What follows belongs to an exercise in optimizing a design on an open flow for small area; a production flow would make more cautious choices. The RTL was checked by simulation tests, not by an equivalence proof against the original design. Power is estimated from default activity; no workload was simulated.

### flow/config.mk
export PLATFORM = sky130hd
export DESIGN_NAME = simple_cpu
export DESIGN_NICKNAME = simple_cpu
export VERILOG_FILES = /design/flow/design.v
export SDC_FILE = /design/flow/constraint.sdc
export NUM_CORES = 4
export LEC_CHECK = 0
export CAP_MARGIN = 20
export CORE_MARGIN = 2
export CORE_UTILIZATION = 40
export PLACE_DENSITY = 0.6
export SLEW_MARGIN = 20
### flow/constraint.sdc
create_clock -name core_clock -period 10.0 [get_ports {CLK}]
set_input_delay 2.0000 -clock core_clock [delete_from_list [all_inputs] [get_ports {CLK}]]
set_output_delay 2.0000 -clock core_clock [all_outputs]
set_load 0.01 [all_outputs]
### flow/design.v
module simple_cpu (
    input  wire       CLK,
    input  wire       RST,         
    input  wire       Rx_in,
    output wire       Tx_out,
    output wire [7:0] LED_out
);
    reg  [7:0]  cnt;
    reg  [3:0]  bn;        
    reg  [2:0]  st;        
    reg  [15:0] ar;        
    reg  [7:0]  H;         
    reg  [7:0]  L;         
    reg  [2:0]  op;
    reg         c;         
    reg         sv;        
    wire [3:0] p = cnt[3:0];
    wire [2:0] d = bn[2:0];
    wire tx     = st[2] & (st[1] | st[0]);    
    wire idle   = bn[3] & ~bn[1] & bn[0];     
    wire wrap   = tx ? (cnt[7] & cnt[6] & cnt[4] & cnt[3])
                     : (cnt[7:5] == 3'b110) & (cnt[4] == bn[0]) & (p == 4'd15);
    wire win    = cnt[7:4] == 4'd6;
    wire win1   = cnt[7:4] == 4'd4;
    wire stop   = bn == 4'd8;
    wire data   = ~bn[3];
    wire p0     = p == 4'd0;
    wire p15    = p == 4'd15;
    wire at     = ar[15];                      
    wire eq     = p == {st == 3'd1, d};        
    wire armed  = p[3] | (p[2:0] >= d);        
    reg am;
    always @(*) begin
        case (d)
            3'd0: am = ar[15];
            3'd1: am = ar[0];
            3'd2: am = ar[1];
            3'd3: am = ar[2];
            3'd4: am = ar[3];
            3'd5: am = ar[4];
            3'd6: am = ar[5];
            default: am = ar[6];
        endcase
    end
    wire op_sub = op == 3'd2;
    wire op_mul = op == 3'd3;
    wire op_not = op == 3'd6;
    wire arith  = ~op[2];
    wire st2 = st == 3'd2;
    wire st3 = st == 3'd3;
    wire st4 = st == 3'd4;
    wire p_data  = (st3 | st4) & data;
    wire p_hinit = st2 & stop & p[3];
    wire p_fix   = st4 & stop;
    wire act16   = win & st4 & (data | stop);
    wire act     = act16 | (win & ((st3 & data & ~p[3]) | p_hinit));
    wire tail     = st4 ? L[0] : H[0];
    wire init_val = ~op_mul & (at ^ op_not);
    wire first    = st4 & (bn == 4'd0) & ~p[3];
    wire B        = Rx_in;
    reg a;
    always @(*) begin
        if (p_hinit | first)
            a = init_val;
        else if (p_fix & sv)
            a = c ^ p15;
        else
            a = tail;
    end
    reg b;
    always @(*) begin
        b = 1'b0;
        if (p_data) begin
            case (op)
                3'd1, 3'd7: b = B & eq;
                3'd2:       b = B & armed;
                3'd3:       b = B & am & armed;
                3'd4:       b = ~B & eq & a;
                3'd5:       b = B & eq & ~a;
                default:    b = 1'b0;
            endcase
        end
    end
    wire ce   = c & arith & p_data & ~p0;
    wire sum  = a ^ b ^ ce;
    wire cout = (a & b) | (a & ce) | (b & ce);
    wire hsh  = act | ((st == 3'd5) & wrap & (bn != 4'd15));
    wire w1p  = st4 & stop & win1 & p15;
    wire load_a  = (st == 3'd1 | st2) & data & win & eq;
    wire load_op = (st == 3'd0) & data & (d < 3'd3) & win & eq;
    wire txbit = (st == 3'd5) ? H[0] : L[d];
    always @(posedge CLK or negedge RST) begin
        if (!RST) begin
            cnt  <= 8'd0;
            bn   <= 4'd9;
            st   <= 3'd0;
            L    <= 8'd0;
        end else begin
            if (act16)
                L <= {H[0], L[7:1]};
            if (idle) begin
                cnt <= {4'd0, p + 4'd1};
                if (!Rx_in)
                    bn <= 4'd15;
            end else begin
                cnt <= cnt + 8'd1;
                if (wrap) begin
                    cnt[7:4] <= 4'd0;
                    if (tx) cnt[3:0] <= 4'd0;
                    bn <= bn + 4'd1;
                end
                if (stop & (tx ? wrap : cnt[7])) begin
                    cnt[7:4] <= 4'd0;
                    if (st == 3'd6) begin
                        st <= 3'd0;
                        bn <= 4'd9;
                    end else begin
                        st <= st + 3'd1;
                        bn <= st[2] ? 4'd15 : 4'd9;
                        if (st[2]) cnt[3:0] <= 4'd0;
                    end
                end
            end
        end
    end
    always @(posedge CLK) begin
        ar <= {ar[14:0], load_a ? Rx_in : at};
        if (hsh)
            H <= {sum, H[7:1]};
        if (load_op)
            op <= {Rx_in, op[2:1]};
        if (w1p)
            c <= H[7];
        else if (act & ~p_fix)
            c <= cout;
        if (st3 & (bn == 4'd7) & win & p15)
            sv <= ~(at ^ B ^ op_sub);
        else if (w1p)
            sv <= sv & (at ^ H[7]) & (op == 3'd1 | op_sub);
    end
    assign Tx_out  = ~tx | (bn[3] ? ~bn[0] : txbit);
    assign LED_out = L;
endmodule
### flow/flow/run.sh
#!/bin/bash
# Own layout flow: the standard flow (standard.sh, unchanged synthesis and
# steps) with two settings changed:
#  - port buffers use the smallest buffer (buf_1) instead of the one the
#    resizer picks by default; every input and output port still gets one;
#  - the clock tree is built from clkbuf_8 cells without dummy loads.
set -uo pipefail
export BUFFER_PORTS_ARGS="-buffer_cell sky130_fd_sc_hd__buf_1"
export CTS_ARGS="-sink_clustering_enable -repair_clock_nets -buf_list sky130_fd_sc_hd__clkbuf_8 -root_buf sky130_fd_sc_hd__clkbuf_8 -dont_use_dummy_load"
bash standard.sh > standard.log 2>&1
status=$?
tail -5 standard.log
exit $status
### flow/standard.sh
#!/bin/bash
# synth_recipe.tcl (not shown) runs the flow's synth.tcl, then flattens the netlist and writes it again
# the make line also repeats each setting of config.mk as NAME=value (left out here)
make -C /OpenROAD-flow-scripts/flow DESIGN_CONFIG=/design/flow/config.mk WORK_HOME=/design/flow/orfs CLKGATE_MAP_FILE= SYNTH_SCRIPT=/design/flow/synth_recipe.tcl "${@:-finish}"
==> load_flow_metrics.sql, run 1 <==
INSERT INTO impl_metrics (metric_group, metric, value, unit) VALUES
('timing', 'min_period', '3.95', 'ns'),
('timing', 'setup_repair_after_global_routing_missed_its_margin', 'no', ''),
('timing', 'report.final.hold_viol_count', '0', ''),
('route', 'detailedRoute.firstPassIterationCount', '4', ''),
('timing', 'fmax', '0.253', 'GHz'),
('route', 'route.vias.total', '1815', ''),
('floorplanning', 'die_w', '84.6', 'um'),
('yosys', 'postSynthNetCount', '257', ''),
('setup_path', 'cp.required', '8.00', 'ns'),
('min_path', 'hold_path.class', 'register to register', ''),
('route', 'drt-total-wl', '5350', 'um'),
('yosys', 'syn_area', '2600', 'um2'),
('pwr', 'powerDensity', '118', 'nW/um2'),
('route', 'route.detailed.wl_per_inst', '16.5', 'um'),
('setup_path', 'critical_path_buf_inv_count', '1', ''),
('yosys', 'postSynth.asyncResetShare', '0.442', ''),
('clock_tree', 'clk-insertion-delay-late', '0.30', 'ns'),
('global_route', 'track_usage', '0.164', ''),
('run_status', 'run_status', 'timing/DRC/antenna clean', ''),
('yosys', 'synth_seq_area_share', '0.496', ''),
('setup_path', 'worstSetupPathType', 'register to primary output', ''),
('floorplanning', 'initial_utilization', '0.412', ''),
('cells_and_area', 'num_antenna_cells', '0', ''),
('global_route', 'global_route.overflow_total', '0', ''),
('clock_tree', 'tritoncts', 'yes', ''),
('timing', 'number_of_endpoints_failing_setup_at_the_final_stage', '0', ''),
('floorplanning', 'num_io_pins', '12', ''),
('clock_tree', 'clock_path_buffers', '2', ''),
('floorplanning', 'core.rowCount', '29', ''),
('yosys', 'synth_seq_cells', '52', ''),
('clock_tree', 'clock_sink_count', '52', ''),
('job', 'cap_viol_max_count', '0', ''),
('timing', 'headroom_to_the_max_slew_limit', '0.522', ''),
('place', 'hpwlAfterDp', '3890', 'um'),
('yosys', 'synth-edff-count', '13', ''),
('global_route', 'number_of_antenna_violations_at_the_first_check_in_global_routing', '0', ''),
('setup_path', 'timing.critical_path.max_delay_family', 'flip-flops', ''),
('place', 'portbufs', '11', ''),
('timing', 'tightestPinTransition', '0.710', 'ns'),
('floorplanning', 'design.core.area', '6310', 'um2'),
('setup_path', 'worst-path-max-fanout', '11', ''),
('clock_tree', 'post_cts_buffers', '0', ''),
('clock_tree', 'ctsHoldBuffers', '0', ''),
('floorplanning', 'area_enclosed_by_the_die_boundary', '7160', 'um2'),
('yosys', 'synthesis.instances', '242', ''),
('timing', 'timing_max_transition_violations_final', '0', ''),
('setup_path', 'path_cells', 'mux4_2, nand2_1, nand3_1, o21ai_1, o21ai_1, buf_1', ''),
('setup_path', 'worst_path_max_delay_cell', 'dfstp_2', ''),
('global_route', 'grt_max_degree', '24', ''),
('yosys', 'ys_top_cells_by_area', 'dfrtp_1, edfxtp_1, dfxtp_1', ''),
('route', 'post-route-drc-count', '0', ''),
('clock_tree', 'tritoncts_buffers', '5', ''),
('setup_path', 'critical_path.endpoint_type', 'primary output', ''),
('setup_path', 'critical_path.max_stage_delay', '0.68', 'ns'),
('route', 'detail_route.vias_per_cell', '5.60', ''),
('global_route', 'grt_pass1_wl', '9340', 'um'),
('timing', 'fin_skew', '0.0277', 'ns'),
('timing', 'finalSetupTns', '0', 'ns'),
('cells_and_area', 'areaGrowthSynthToFinish', '6.31', '%'),
('yosys', 'ys.flop_type', 'dfrtp_1', ''),
('place', 'post_dp_cell_area', '2690', 'um2'),
('clock_tree', 'clkSlewWorstSetupHoldPaths', '0.10', 'ns'),
('cells_and_area', 'fin_area', '2760', 'um2'),
('yosys', 'synth.lib_cells_used.distinct', '49', ''),
('timing', 'final_period_utilization', '0.395', ''),
('clock_tree', 'cts_max_level', '2', ''),
('floorplanning', 'die_height', '84.6', 'um'),
('pwr', 'total_power', '326', 'uW'),
('route', 'final_antenna_net_count', '0', ''),
('setup_path', 'worst_ep_arrival_time', '1.95', 'ns'),
('yosys', 'synthesis.yosys.warnings', '1', '');
-- placed cells by master (no fill, tap or decap), types with 3 or more instances in the layout --
master	n
mux2i_1	4
a21o_1	5
nand2_1	18
mux2_1	9
dfxtp_1	16
o21ai_0	3
a311oi_1	3
edfxtp_1	13
and3_1	3
or3_1	3
nor2_1	15
inv_1	8
o21ai_1	8
a211oi_1	4
and2_1	5
ha_1	11
nor4_1	3
nor3b_1	3
xnor2_1	7
nand3_1	7
a21oi_1	14
buf_1	11
nand4_1	3
xor2_1	6
dfrtp_1	21
clkbuf_8	5
nand2b_1	8
-- cell families (layout without fill, tap and decap cells) --
| logic type | after synthesis | in the layout | synth area share |
|---|---|---|---|
| AND/OR/NAND/NOR | 80 | 80 | 0.169 |
| buffers and inverters | 22 | 27 | 0.0337 |
| multiplexers | 15 | 15 | 0.0717 |
| flip-flops | 52 | 52 | 0.496 |
| XOR/XNOR | 13 | 13 | 0.0438 |
| adder cells (fa/ha/maj) | 12 | 12 | 0.0607 |
| AO/OA/AOI/OAI | 48 | 48 | 0.125 |
-- cell usage after synthesis, drive strengths merged (3+ instances only) --
cell type	n
and3	3
mux2i	4
nand4	3
xnor2	7
a311oi	3
and2	5
mux2	9
nand2	18
a21oi	14
a21o	5
dfxtp	16
nand2b	8
nor3b	3
nor2	15
clkbuf	8
xor2	6
buf	4
or3	3
edfxtp	13
o21ai	11
nand3	7
inv	10
a211oi	4
dfrtp	21
ha	11
nor4	3
-- per-stage QoR --
stage               setup WS (ns)  hold WS (ns)  utilization
floorplan                    6.48         0.310            -
global placement             6.40         0.311        0.427
detailed placement           6.35         0.314        0.427
CTS                          6.04         0.340        0.438
global route                 5.89         0.346        0.438
finish                       6.05         0.337        0.438
-- area by class of cell --
class                   instances  area, um2
well taps                      77       96.3
flip-flops and latches         52       1290
clock buffers                   5       68.8
inverters                      10       37.5
fillers                       636       3550
repair buffers                 12       48.8
multi-input cells             168       1220
-- power breakdown --
| group | switching [uW] | total (uW) | leakage [uW] | internal, uW |
|---|---|---|---|---|
| registers | 0 | 216 | 0.000554 | 216 |
| clock network | 61.4 | 107 | 0.0000359 | 45.3 |
| logic | 2.56 | 3.23 | 0.000502 | 0.674 |
| total | 64.0 | 326 | 0.00109 | 262 |
-- registers in the layout (all words and copies together) (netlist names) --
signal,count
sv,1
op,3
L,8
cnt,8
bn,4
ar,16
st,3
H,8
c,1
-- routing by layer --
metal	vias to the layer above	routed length [um]	GRT usage	share of wire
met5	-	0	0	0
met4	0	42	0.0462	0.0078
met3	4	211	0.0324	0.039
met2	30	2550	0.264	0.48
met1	897	2540	0.226	0.48
li1	884	-	-	-
-- final timing paths --
| check | start | endpoint | slack (ns) | depth (start not counted) |
|---|---|---|---|---|
| worst min register to register | ar[9]$_DFF_P_ | ar[10]$_DFF_P_ | 0.34 | 0 |
| worst max-delay path | bn[0]$_DFFE_PN1P_ | Tx_out | 6.05 | 6 |
| worst min-delay path | ar[9]$_DFF_P_ | ar[10]$_DFF_P_ | 0.34 | 0 |
| worst max register to register | bn[0]$_DFFE_PN1P_ | H[7]$_DFFE_PP_ | 7.05 | 9 |
| min in group asynchronous | RST | bn[1]$_DFFE_PN0P_ | 1.66 | 2 |
| max in group asynchronous | RST | bn[0]$_DFFE_PN1P_ | 8.04 | 2 |
==> inputs of run 2 (changes only) <==
--- a/flow/flow/run.sh
+++ b/flow/flow/run.sh
@@ -6,7 +6,7 @@
 #  - the clock tree is built from clkbuf_8 cells without dummy loads.
 set -uo pipefail
 export BUFFER_PORTS_ARGS="-buffer_cell sky130_fd_sc_hd__buf_1"
-export CTS_ARGS="-sink_clustering_enable -repair_clock_nets -buf_list sky130_fd_sc_hd__clkbuf_8 -root_buf sky130_fd_sc_hd__clkbuf_8 -dont_use_dummy_load"
+export CTS_ARGS="-repair_clock_nets -buf_list sky130_fd_sc_hd__clkbuf_8 -root_buf sky130_fd_sc_hd__clkbuf_8 -dont_use_dummy_load"
 bash standard.sh > standard.log 2>&1
 status=$?
 tail -5 standard.log
==> load_flow_metrics.sql, run 2 <==
INSERT INTO impl_metrics (metric_group, metric, value, unit) VALUES
('run_status', 'run_status', 'timing/DRC/antenna clean', ''),
('clock_tree', 'clkSlewWorstSetupHoldPaths', '0.10', 'ns'),
('yosys', 'synth.lib_cells_used.distinct', '49', ''),
('setup_path', 'worst_ep_arrival_time', '1.95', 'ns'),
('floorplanning', 'die_w', '84.6', 'um'),
('route', 'detail_route.vias_per_cell', '5.60', ''),
('route', 'route.detailed.wl_per_inst', '16.5', 'um'),
('cells_and_area', 'top_register', 'ar', ''),
('setup_path', 'critical_path_buf_inv_count', '1', ''),
('clock_tree', 'clock_path_buffers', '2', ''),
('yosys', 'ys.flop_type', 'dfrtp_1', ''),
('cells_and_area', 'num_antenna_cells', '0', ''),
('global_route', 'vias_in_the_first_global_route', '1860', ''),
('floorplanning', 'core.rowCount', '29', ''),
('clock_tree', 'cts.repair.resized', '0', ''),
('route', 'drt_iter0_drc', '162', ''),
('floorplanning', 'initial_utilization', '0.412', ''),
('timing', 'number_of_endpoints_failing_setup_at_the_final_stage', '0', ''),
('timing', 'tightestPinTransition', '0.710', 'ns'),
('yosys', 'synthesis.yosys.warnings', '1', ''),
('timing', 'headroom_to_the_max_slew_limit', '0.522', ''),
('yosys', 'synth_seq_area_share', '0.496', ''),
('place', 'hpwlAfterDp', '3890', 'um'),
('route', 'detailedRoute.firstPassIterationCount', '4', ''),
('global_route', 'grt_pass1_wl', '9340', 'um'),
('yosys', 'synth-edff-count', '13', ''),
('timing', 'fmax', '0.253', 'GHz'),
('timing', 'min_period', '3.95', 'ns'),
('cells_and_area', 'areaGrowthSynthToFinish', '6.31', '%'),
('job', 'cap_viol_max_count', '0', ''),
('floorplanning', 'design.core.area', '6310', 'um2'),
('yosys', 'synthDominantCellAreaShare', '0.202', ''),
('setup_path', 'critical_path.endpoint_type', 'primary output', ''),
('setup_path', 'timing.critical_path.max_delay_family', 'flip-flops', ''),
('yosys', 'ys_top_cells_by_area', 'dfrtp_1, edfxtp_1, dfxtp_1', ''),
('setup_path', 'startpoint_type', 'register', ''),
('clock_tree', 'cts_max_level', '2', ''),
('yosys', 'yosysTopAreaCell', 'dfrtp_1', ''),
('cells_and_area', 'multiInputGateArea', '1220', 'um2'),
('floorplanning', 'die_height', '84.6', 'um'),
('setup_path', 'worst-path-max-fanout', '11', ''),
('place', 'portbufs', '11', ''),
('timing', 'final_period_utilization', '0.395', ''),
('setup_path', 'cpMostUsedCell', 'o21ai_1', ''),
('setup_path', 'worst_path_max_delay_cell', 'dfstp_2', ''),
('place', 'routabilityCongestion', '0.879', ''),
('clock_tree', 'post_cts_buffers', '0', ''),
('clock_tree', 'clk-insertion-delay-late', '0.30', 'ns'),
('yosys', 'synth.avg_cell_area', '10.7', 'um2'),
('cells_and_area', 'nNetsFinal', '264', ''),
('route', 'drt-total-wl', '5350', 'um'),
('floorplanning', 'num_io_pins', '12', ''),
('timing', 'report.final.hold_viol_count', '0', ''),
('route', 'final_antenna_net_count', '0', ''),
('cells_and_area', 'final_cell_mix', 'dfrtp_1, nand2_1, dfxtp_1, nor2_1, a21oi_1', ''),
('setup_path', 'critical_path.max_stage_delay', '0.68', 'ns'),
('yosys', 'synth.top_cells.by_count', 'dfrtp_1, nand2_1, dfxtp_1', ''),
('clock_tree', 'cts.root.buffer_cell', 'clkbuf_8', ''),
('cells_and_area', 'share_of_layout_cells_above_drive_strength_1', '0.0607', ''),
('timing', 'timing_max_transition_violations_final', '0', ''),
('yosys', 'synth_seq_cells', '52', ''),
('route', 'route.vias.total', '1815', ''),
('timing', 'setup_repair_after_global_routing_missed_its_margin', 'no', ''),
('setup_path', 'cp.required', '8.00', 'ns'),
('yosys', 'syn_area', '2600', 'um2'),
('setup_path', 'worstSetupPathType', 'register to primary output', ''),
('cells_and_area', 'fillers', '636', ''),
('global_route', 'global_route.overflow_total', '0', ''),
('yosys', 'postSynthNetCount', '257', ''),
('clock_tree', 'ctsHoldBuffers', '0', ''),
('clock_tree', 'tritoncts_buffers', '5', ''),
('global_route', 'grt_max_degree', '24', ''),
('floorplanning', 'area_enclosed_by_the_die_boundary', '7160', 'um2'),
('global_route', 'number_of_antenna_violations_at_the_first_check_in_global_routing', '0', ''),
('yosys', 'postSynth.asyncResetShare', '0.442', ''),
('pwr', 'power.leakage', '0.00109', 'uW'),
('clock_tree', 'clock_sink_count', '52', ''),
('global_route', 'track_usage', '0.164', ''),
('pwr', 'vdd.ir_drop.worst', '0.0664', 'mV'),
('clock_tree', 'tritoncts', 'yes', ''),
('pwr', 'total_power', '326', 'uW'),
('timing', 'finalSetupTns', '0', 'ns'),
('min_path', 'hold_path.class', 'register to register', ''),
('setup_path', 'path_cells', 'mux4_2, nand2_1, nand3_1, o21ai_1, o21ai_1, buf_1', ''),
('pwr', 'powerDensity', '118', 'nW/um2'),
('yosys', 'synth.most_common_cell', 'dfrtp_1', ''),
('yosys', 'synthesis.instances', '242', ''),
('cells_and_area', 'seq_area', '1290', 'um2'),
('route', 'post-route-drc-count', '0', ''),
('cells_and_area', 'number_of_flip_flops_in_the_largest_register', '16', ''),
('timing', 'fin_skew', '0.0277', 'ns'),
('cells_and_area', 'layout_commonest_cell', 'dfrtp_1', '');
==> run 2: report_power, final <==
| part | internal (uW) | leakage [uW] | switching (uW) |
|---|---|---|---|
| sequential | 216 | 0.000554 | 0 |
| clock | 45.3 | 0.0000359 | 61.4 |
| combinational | 0.674 | 0.000502 | 2.56 |
| total | 262 | 0.00109 | 64.0 |
==> run 2: cell type report <==
cell class / count / area share
clock buffer: 5 / 0.0249
inverter: 10 / 0.0136
multi-input combinational: 168 / 0.442
sequential: 52 / 0.466
tap: 77 / 0.0349
timing repair buffer: 12 / 0.0177
==> run 2: metrics by stage <==
stage	std cells	util	instance area (um2)	hold WS, ns	setup slack, ns
after global placement	319	0.427	2690	0.311	6.40
final	324	0.438	2760	0.337	6.05
after floorplan	242	-	2600	0.310	6.48
after detailed placement	319	0.427	2690	0.314	6.35
after CTS	324	0.438	2760	0.340	6.04
after global routing	324	0.438	2760	0.346	5.89
==> run 2: cells by family (layout without fill, tap and decap cells) <==
family | count (synthesis) | in the layout | synth area share
compound gates | 48 | 48 | 0.125
xor+xnor | 13 | 13 | 0.0438
fa+ha+maj | 12 | 12 | 0.0607
buf+inv | 22 | 27 | 0.0337
flops | 52 | 52 | 0.496
mux | 15 | 15 | 0.0717
simple gates | 80 | 80 | 0.169
==> run 2: path summary, 6_finish.rpt <==
path / from / end / slack [ns] / cells past startpoint
max: bn[0]$_DFFE_PN1P_ / Tx_out / 6.05 / 6
min in group asynchronous: RST / bn[1]$_DFFE_PN0P_ / 1.66 / 2
min: ar[9]$_DFF_P_ / ar[10]$_DFF_P_ / 0.34 / 0
max in group asynchronous: RST / bn[0]$_DFFE_PN1P_ / 8.04 / 2
min reg2reg: ar[9]$_DFF_P_ / ar[10]$_DFF_P_ / 0.34 / 0
max reg2reg: bn[0]$_DFFE_PN1P_ / H[7]$_DFFE_PP_ / 7.05 / 9
==> run 2: routing by layer <==
layer  vias up  GRT usage  share of wire
met1       897      0.226           0.48
met2        30      0.264           0.48
li1        884          -              -
met3         4     0.0324          0.039
met5         -          0              0
met4         0     0.0462         0.0078
==> inputs of run 3 (changes only) <==
--- a/flow/flow/run.sh
+++ b/flow/flow/run.sh
@@ -6,7 +6,7 @@
 #  - the clock tree is built from clkbuf_8 cells without dummy loads.
 set -uo pipefail
 export BUFFER_PORTS_ARGS="-buffer_cell sky130_fd_sc_hd__buf_1"
-export CTS_ARGS="-repair_clock_nets -buf_list sky130_fd_sc_hd__clkbuf_8 -root_buf sky130_fd_sc_hd__clkbuf_8 -dont_use_dummy_load"
+export CTS_ARGS="-sink_clustering_enable -sink_clustering_size 100 -sink_clustering_max_diameter 1000 -repair_clock_nets -buf_list sky130_fd_sc_hd__clkbuf_16 -root_buf sky130_fd_sc_hd__clkbuf_16 -dont_use_dummy_load"
 bash standard.sh > standard.log 2>&1
 status=$?
 tail -5 standard.log
==> load_flow_metrics.sql, run 3 <==
INSERT INTO impl_metrics (metric_group, metric, value, unit) VALUES
('pwr', 'clockPowerShare', '0.416', ''),
('timing', 'fin_skew', '0.0159', 'ns'),
('route', 'route.detailed.wl_per_inst', '16.6', 'um'),
('yosys', 'synth.lib_cells_used.distinct', '49', ''),
('cells_and_area', 'layout_commonest_cell', 'dfrtp_1', ''),
('timing', 'number_of_endpoints_failing_setup_at_the_final_stage', '0', ''),
('yosys', 'synthesis.yosys.warnings', '1', ''),
('floorplanning', 'die_height', '84.6', 'um'),
('route', 'drt-total-wl', '5370', 'um'),
('clock_tree', 'cts_max_level', '2', ''),
('timing', 'fmax', '0.254', 'GHz'),
('global_route', 'track_usage', '0.165', ''),
('run_status', 'run_status', 'timing/DRC/antenna clean', ''),
('pwr', 'internal_power', '305', 'uW'),
('floorplanning', 'area_enclosed_by_the_die_boundary', '7160', 'um2'),
('route', 'detailedRoute.firstPassIterationCount', '4', ''),
('cells_and_area', 'number_of_flip_flops_in_the_largest_register', '16', ''),
('route', 'detail_route.vias_per_cell', '5.62', ''),
('cells_and_area', 'num_antenna_cells', '0', ''),
('clock_tree', 'cts.root.buffer_cell', 'clkbuf_16', ''),
('setup_path', 'critical_path.endpoint_type', 'primary output', ''),
('yosys', 'yosysTopAreaCell', 'dfrtp_1', ''),
('global_route', 'global_route.overflow_total', '0', ''),
('yosys', 'synth_seq_area_share', '0.496', ''),
('yosys', 'synthesis.instances', '242', ''),
('pwr', 'power.leakage', '0.00112', 'uW'),
('pwr', 'vdd.ir_drop.worst', '0.0799', 'mV'),
('route', 'route.vias.total', '1821', ''),
('clock_tree', 'clock_path_buffers', '2', ''),
('yosys', 'synth.most_common_cell', 'dfrtp_1', ''),
('pwr', 'p_comb_frac', '0.009', ''),
('setup_path', 'worst_ep_arrival_time', '1.93', 'ns'),
('cells_and_area', 'share_of_layout_cells_above_drive_strength_1', '0.0607', ''),
('min_path', 'timing.hold.worst_endpoint', 'ar[8]$_DFF_P_', ''),
('clock_tree', 'clk-insertion-delay-late', '0.29', 'ns'),
('global_route', 'vias_in_the_first_global_route', '1849', ''),
('place', 'portbufs', '11', ''),
('setup_path', 'worst-path-max-fanout', '11', ''),
('timing', 'timing_max_transition_violations_final', '0', ''),
('clock_tree', 'post_cts_buffers', '0', ''),
('cells_and_area', 'nNetsFinal', '264', ''),
('yosys', 'ys.flop_type', 'dfrtp_1', ''),
('place', 'hpwlAfterDp', '3890', 'um'),
('route', 'final_antenna_net_count', '0', ''),
('min_path', 'hold_path.class', 'register to register', ''),
('route', 'post-route-drc-count', '0', ''),
('cells_and_area', 'top_register', 'ar', ''),
('min_path', 'timing.hold.worst_path_depth', '0', ''),
('timing', 'headroom_to_the_max_slew_limit', '0.522', ''),
('floorplanning', 'initial_utilization', '0.412', ''),
('yosys', 'synth_seq_cells', '52', ''),
('clock_tree', 'cts.repair.resized', '0', ''),
('job', 'cap_viol_max_count', '0', ''),
('pwr', 'switchingPower', '69.7', 'uW'),
('setup_path', 'timing.reg2reg.worst_path_depth', '9', ''),
('setup_path', 'worstSetupPathType', 'register to primary output', ''),
('setup_path', 'startpoint_type', 'register', ''),
('place', 'routabilityCongestion', '0.879', ''),
('pwr', 'total_power', '375', 'uW'),
('floorplanning', 'design.core.area', '6310', 'um2'),
('timing', 'final_period_utilization', '0.393', ''),
('cells_and_area', 'final_cell_mix', 'dfrtp_1, nand2_1, dfxtp_1, nor2_1, a21oi_1', ''),
('yosys', 'synthDominantCellAreaShare', '0.202', ''),
('setup_path', 'rr_startpoint', 'bn[0]$_DFFE_PN1P_', ''),
('setup_path', 'cp.required', '8.00', 'ns'),
('pwr', 'powerDensity', '133', 'nW/um2'),
('global_route', 'grt_pass1_wl', '9380', 'um'),
('yosys', 'ys_top_cells_by_area', 'dfrtp_1, edfxtp_1, dfxtp_1', ''),
('clock_tree', 'clkSlewWorstSetupHoldPaths', '0.07', 'ns'),
('clock_tree', 'tritoncts', 'yes', ''),
('yosys', 'synth.avg_cell_area', '10.7', 'um2'),
('yosys', 'synth.top_cells.by_count', 'dfrtp_1, nand2_1, dfxtp_1', ''),
('yosys', 'postSynth.asyncResetShare', '0.442', ''),
('pwr', 'seqPwrFrac', '0.576', ''),
('cells_and_area', 'areaGrowthSynthToFinish', '8.47', '%'),
('floorplanning', 'num_io_pins', '12', ''),
('min_path', 'min_delay_src', 'ar[7]$_DFF_P_', ''),
('timing', 'tightestPinTransition', '0.710', 'ns'),
('timing', 'min_period', '3.93', 'ns'),
('setup_path', 'crit-reg2reg-capture', 'H[7]$_DFFE_PP_', ''),
('yosys', 'syn_area', '2600', 'um2'),
('clock_tree', 'ctsHoldBuffers', '0', ''),
('yosys', 'postSynthNetCount', '257', ''),
('pwr', 'p_sw_frac', '0.186', ''),
('clock_tree', 'clock_sink_count', '52', ''),
('floorplanning', 'die_w', '84.6', 'um'),
('clock_tree', 'tritoncts_buffers', '5', ''),
('timing', 'report.final.hold_viol_count', '0', ''),
('global_route', 'number_of_antenna_violations_at_the_first_check_in_global_routing', '0', ''),
('global_route', 'grt_max_degree', '24', ''),
('timing', 'finalHoldWorstSlack', '0.330', 'ns'),
('route', 'drt_iter0_drc', '184', ''),
('yosys', 'synth-edff-count', '13', ''),
('floorplanning', 'core.rowCount', '29', ''),
('setup_path', 'r2r_slack', '7.03', 'ns'),
('timing', 'finalSetupTns', '0', 'ns'),
('timing', 'setup_repair_after_global_routing_missed_its_margin', 'no', '');
## run 3: power by group through the flow
stage,Sequential (uW),Combinational (uW),Clock (uW)
2_1_floorplan,220,0.424,0
3_3_place_gp,220,3.34,0
3_5_place_dp,220,3.46,0
4_1_cts,216,3.46,159
5_1_grt,216,3.81,165
6_report,216,3.19,156
## run 3: worst max path at each step
stage / from / to
after floorplan: bn[0]$_DFFE_PN1P_ / Tx_out
after global placement: bn[0]$_DFFE_PN1P_ / Tx_out
after detailed placement: Rx_in / H[7]$_DFFE_PP_
after CTS: bn[0]$_DFFE_PN1P_ / Tx_out
after global routing: bn[0]$_DFFE_PN1P_ / Tx_out
final: bn[0]$_DFFE_PN1P_ / Tx_out
## run 3: critical path: stages, from the launching register on
cell and delay, ns:
dfstp_2 0.67, mux4_2 0.53, nand2_1 0.09, nand3_1 0.07, o21ai_1 0.08, o21ai_1 0.07, buf_1 0.13
## run 3: cell families (layout without fill, tap and decap cells)
kind of cell,after synthesis,after routing,synth area share
buffers and inverters,22,27,0.0337
adder cells (fa/ha/maj),12,12,0.0607
multiplexers,15,15,0.0717
AND/OR/NAND/NOR,80,80,0.169
flip-flops,52,52,0.496
AO/OA/AOI/OAI,48,48,0.125
XOR/XNOR,13,13,0.0438
## run 3: per-layer routing
| layer | vias to the layer above | wire length [um] | track usage |
|---|---|---|---|
| met5 | - | 0 | 0 |
| met4 | 0 | 55 | 0.0447 |
| met3 | 8 | 131 | 0.0324 |
| met2 | 19 | 2550 | 0.263 |
| met1 | 909 | 2630 | 0.229 |
| li1 | 885 | - | - |
## run 3: metrics by stage
step	util	instances	instance area, um2	setup WS, ns
floorplan	-	242	2600	6.48
global placement	0.427	319	2690	6.40
detailed placement	0.427	319	2690	6.35
CTS	0.446	324	2820	6.06
global route	0.446	324	2820	5.92
finish	0.446	324	2820	6.07
## run 3: area by class of cell
cell class	instances	area (um2)
fillers	629	3490
flip-flops and latches	52	1290
multi-input cells	168	1220
clock buffers	5	125
well taps	77	96.3
repair buffers	12	48.8
inverters	10	37.5
==> inputs of run 4 (changes only) <==
==> flow/run.sh (new file) <==
#!/bin/bash
# synth_recipe.tcl (not shown) runs the flow's synth.tcl, then flattens the netlist and writes it again
# the make line also repeats each setting of config.mk as NAME=value (left out here)
make -C /OpenROAD-flow-scripts/flow DESIGN_CONFIG=/design/flow/config.mk WORK_HOME=/design/flow/orfs CLKGATE_MAP_FILE= SYNTH_SCRIPT=/design/flow/synth_recipe.tcl finish
removed: flow/flow/run.sh
removed: flow/standard.sh
==> load_flow_metrics.sql, run 4 <==
INSERT INTO impl_metrics (metric_group, metric, value, unit) VALUES
('cells_and_area', 'layout_commonest_cell', 'dfrtp_1', ''),
('pwr', 'vdd.ir_drop.worst', '0.0664', 'mV'),
('setup_path', 'critical_path.endpoint_type', 'primary output', ''),
('route', 'wl_met2', '2530', 'um'),
('cells_and_area', 'share_of_layout_cells_above_drive_strength_1', '0.0723', ''),
('yosys', 'postSynthNetCount', '257', ''),
('route', 'final_antenna_net_count', '0', ''),
('clock_tree', 'clkSlewWorstSetupHoldPaths', '0.10', 'ns'),
('pwr', 'powerDensity', '123', 'nW/um2'),
('yosys', 'syn_area', '2600', 'um2'),
('floorplanning', 'num_io_pins', '12', ''),
('yosys', 'synth_seq_cells', '52', ''),
('yosys', 'synthDominantCellAreaShare', '0.202', ''),
('global_route', 'grt_max_degree', '24', ''),
('clock_tree', 'ctsHoldBuffers', '0', ''),
('yosys', 'synth.avg_cell_area', '10.7', 'um2'),
('route', 'route.layer.met1.wl', '2570', 'um'),
('cells_and_area', 'final_cell_mix', 'dfrtp_1, nand2_1, dfxtp_1, nor2_1, a21oi_1', ''),
('timing', 'fin_skew', '0.00494', 'ns'),
('yosys', 'share_of_cell_area_taken_by_muxes_after_synthesis', '0.0717', ''),
('setup_path', 'worst_path_max_delay_cell', 'dfstp_2', ''),
('yosys', 'postSynth.asyncResetShare', '0.442', ''),
('setup_path', 'cpMostUsedCell', 'o21ai_1', ''),
('yosys', 'yosysTopAreaCell', 'dfrtp_1', ''),
('setup_path', 'worst-path-max-fanout', '11', ''),
('yosys', 'post_synth_and_or_nand_nor_area_fraction', '0.169', ''),
('floorplanning', 'design.core.area', '6310', 'um2'),
('yosys', 'synth-edff-count', '13', ''),
('yosys', 'ys.flop_type', 'dfrtp_1', ''),
('floorplanning', 'die_w', '84.6', 'um'),
('timing', 'tightestPinTransition', '0.781', 'ns'),
('place', 'post_dp_cell_area', '2760', 'um2'),
('clock_tree', 'clock_path_buffers', '2', ''),
('cells_and_area', 'fillers', '599', ''),
('yosys', 'synth_seq_area_share', '0.496', ''),
('route', 'highest_layer', 'met4', ''),
('timing', 'setup_repair_after_global_routing_missed_its_margin', 'no', ''),
('run_status', 'run_status', 'timing/DRC/antenna clean', ''),
('yosys', 'synth_top_family_by_area', 'simple AND/OR/NAND/NOR gates', ''),
('timing', 'finalSetupTns', '0', 'ns'),
('floorplanning', 'area_enclosed_by_the_die_boundary', '7160', 'um2'),
('setup_path', 'critical_path_buf_inv_count', '1', ''),
('cells_and_area', 'fin_area', '2850', 'um2'),
('yosys', 'ys_top_cells_by_area', 'dfrtp_1, edfxtp_1, dfxtp_1', ''),
('min_path', 'hold_path.class', 'register to register', ''),
('job', 'cap_viol_max_count', '0', ''),
('place', 'hpwlAfterDp', '3780', 'um'),
('route', 'route.detailed.wl_per_inst', '16.4', 'um'),
('yosys', 'synthesis.yosys.warnings', '1', ''),
('yosys', 'synth.lib_cells_used.distinct', '49', ''),
('route', 'post-route-drc-count', '0', ''),
('route', 'detail_route.vias_per_cell', '5.66', ''),
('clock_tree', 'cts.repair.resized', '0', ''),
('route', 'drt-total-wl', '5360', 'um'),
('setup_path', 'path_cells', 'mux4_2, nand2_1, nand3_1, o21ai_1, o21ai_1, clkdlybuf4s50_1', ''),
('cells_and_area', 'num_antenna_cells', '0', ''),
('route', 'drt_iter0_drc', '127', ''),
('clock_tree', 'post_cts_buffers', '0', ''),
('route', 'met3RoutedLength', '208', 'um'),
('setup_path', 'worstSetupPathType', 'register to primary output', ''),
('setup_path', 'cp.required', '8.00', 'ns'),
('floorplanning', 'die_height', '84.6', 'um'),
('cells_and_area', 'number_of_flip_flops_in_the_largest_register', '16', ''),
('floorplanning', 'initial_utilization', '0.412', ''),
('floorplanning', 'core.rowCount', '29', ''),
('clock_tree', 'clock_sink_count', '52', ''),
('route', 'route.vias.total', '1844', ''),
('clock_tree', 'cts.root.buffer_cell', 'clkbuf_8', ''),
('setup_path', 'startpoint_type', 'register', ''),
('yosys', 'synthesis.instances', '242', ''),
('route', 'detailedRoute.firstPassIterationCount', '4', ''),
('timing', 'headroom_to_the_max_slew_limit', '0.475', ''),
('yosys', 'synth.top_cells.by_count', 'dfrtp_1, nand2_1, dfxtp_1', ''),
('pwr', 'total_power', '350', 'uW'),
('cells_and_area', 'finalNonFillerCells', '326', ''),
('clock_tree', 'cts_max_level', '2', ''),
('global_route', 'global_route.overflow_total', '0', ''),
('cells_and_area', 'top_register', 'ar', ''),
('place', 'portbufs', '11', ''),
('timing', 'fmax', '0.231', 'GHz'),
('global_route', 'track_usage', '0.158', ''),
('yosys', 'synth_area_in_xor_xnor', '0.0438', ''),
('place', 'routabilityCongestion', '0.851', ''),
('cells_and_area', 'final_core_utilization', '0.451', ''),
('setup_path', 'critical_path.max_stage_delay', '0.69', 'ns'),
('setup_path', 'timing.critical_path.max_delay_family', 'flip-flops', ''),
('cells_and_area', 'nNetsFinal', '263', ''),
('global_route', 'grt_pass1_wl', '8980', 'um'),
('yosys', 'compound_cell_area_share_of_the_yosys_netlist', '0.125', ''),
('timing', 'min_period', '4.33', 'ns'),
('clock_tree', 'clk-insertion-delay-late', '0.31', 'ns'),
('place', 'place.detailed.instances', '318', ''),
('timing', 'report.final.hold_viol_count', '0', ''),
('timing', 'timing_max_transition_violations_final', '0', ''),
('clock_tree', 'tritoncts_buffers', '5', ''),
('timing', 'final_period_utilization', '0.433', ''),
('cells_and_area', 'areaGrowthSynthToFinish', '9.58', '%'),
('clock_tree', 'tritoncts', 'yes', ''),
('setup_path', 'worst_ep_arrival_time', '2.33', 'ns'),
('timing', 'number_of_endpoints_failing_setup_at_the_final_stage', '0', ''),
('yosys', 'synthAdderAreaFrac', '0.0607', ''),
('global_route', 'vias_in_the_first_global_route', '1756', ''),
('pwr', 'power.leakage', '0.00113', 'uW'),
('yosys', 'synth.most_common_cell', 'dfrtp_1', ''),
('global_route', 'number_of_antenna_violations_at_the_first_check_in_global_routing', '0', '');
## run 4: cell counts after synthesis
Identical to the previous run, type by type.
## run 4: logic make-up (layout without fill, tap and decap cells)
logic type	Yosys count	count (layout)
and+or+nand+nor	80	80
DFF	52	52
adders and majority gates	12	12
xor gates and xnor gates	13	13
muxes	15	15
buffers and inverters	22	29
AOI/OAI and AO/OA	48	48
## run 4: layout make-up
| type | count | area, um2 | share of cell area |
|---|---|---|---|
| Clock buffer | 5 | 68.8 | 0.0242 |
| Inverter | 10 | 37.5 | 0.0132 |
| Multi-Input combinational cell | 168 | 1220 | 0.429 |
| Timing Repair Buffer | 11 | 105 | 0.0369 |
| Tap cell | 77 | 96.3 | 0.0338 |
| Sequential cell | 52 | 1290 | 0.453 |
| Clock inverter | 3 | 28.8 | 0.0101 |
## run 4: worst paths after layout
path,slack [ns],from,depth (start not counted),endpoint
worst max register to register,7.03,bn[0]$_DFFE_PN1P_,9,H[7]$_DFFE_PP_
min in group asynchronous,1.65,RST,1,L[2]$_DFFE_PN0P_
worst max-delay path,5.67,bn[0]$_DFFE_PN1P_,6,Tx_out
worst min-delay path,0.34,ar[13]$_DFF_P_,0,ar[14]$_DFF_P_
max in group asynchronous,7.98,RST,1,bn[0]$_DFFE_PN1P_
worst min register to register,0.34,ar[13]$_DFF_P_,0,ar[14]$_DFF_P_
## run 4: report_power, final
| group | switching, uW | internal, uW |
|---|---|---|
| sequential | 0 | 216 |
| combinational | 2.46 | 0.726 |
| clock | 77.9 | 53.0 |
## run 4: metrics by stage
step | hold slack, ns | setup WS (ns)
floorplan | 0.310 | 6.48
global placement | 0.311 | 6.04
detailed placement | 0.313 | 5.97
CTS | 0.340 | 5.66
global route | 0.344 | 5.54
finish | 0.336 | 5.67
## run 4: worst register-to-register path, cell delays in order (launching register included)
cell and delay, ns:
dfstp_2 0.69, inv_1 0.15, ha_1 0.31, and3b_1 0.22
a311o_1 0.31, a31o_2 0.27, mux2i_1 0.15, a21oi_1 0.10
fa_1 0.51, inv_1 0.04
## run 4: per-layer routing
layer | track usage | up-vias
met4 | 0.0519 | 0
li1 | - | 891
met2 | 0.246 | 28
met5 | 0 | -
met1 | 0.224 | 917
met3 | 0.0305 | 8

port drivers added, routing unchanged:
No port has a modelled driver above. Below, the same layouts with a new extraction and two added sets of constraints.
Step 1: set_driving_cell puts a clkbuf_16 on CLK and a buf_2 on each other input, an assumption about the parent block.
Step 2 adds t to the input delays and takes it off the output delays; t is the mean of the earliest and latest rising clock arrival at the registers after step 1. Input paths then give back, and output paths get back, about the clock's delay inside the block.
Slacks: no drivers / after step 1 / after step 2; pairs: no drivers / after step 1.
run | t, ns | setup WS [ns] | hold slack, ns | slew at the worst register clock pin (ns)
run 1 | 0.322 | 6.050 / 6.019 / 6.327 | 0.337 / 0.337 / 0.337 | 0.10 / 0.10
run 2 | 0.322 | 6.050 / 6.019 / 6.327 | 0.337 / 0.337 / 0.337 | 0.10 / 0.10
run 3 | 0.314 | 6.069 / 6.033 / 6.325 | 0.330 / 0.330 / 0.330 | 0.07 / 0.07
run 4 | 0.345 | 5.668 / 5.635 / 5.980 | 0.336 / 0.336 / 0.336 | 0.10 / 0.10
After both steps setup and hold are still met in every run listed.
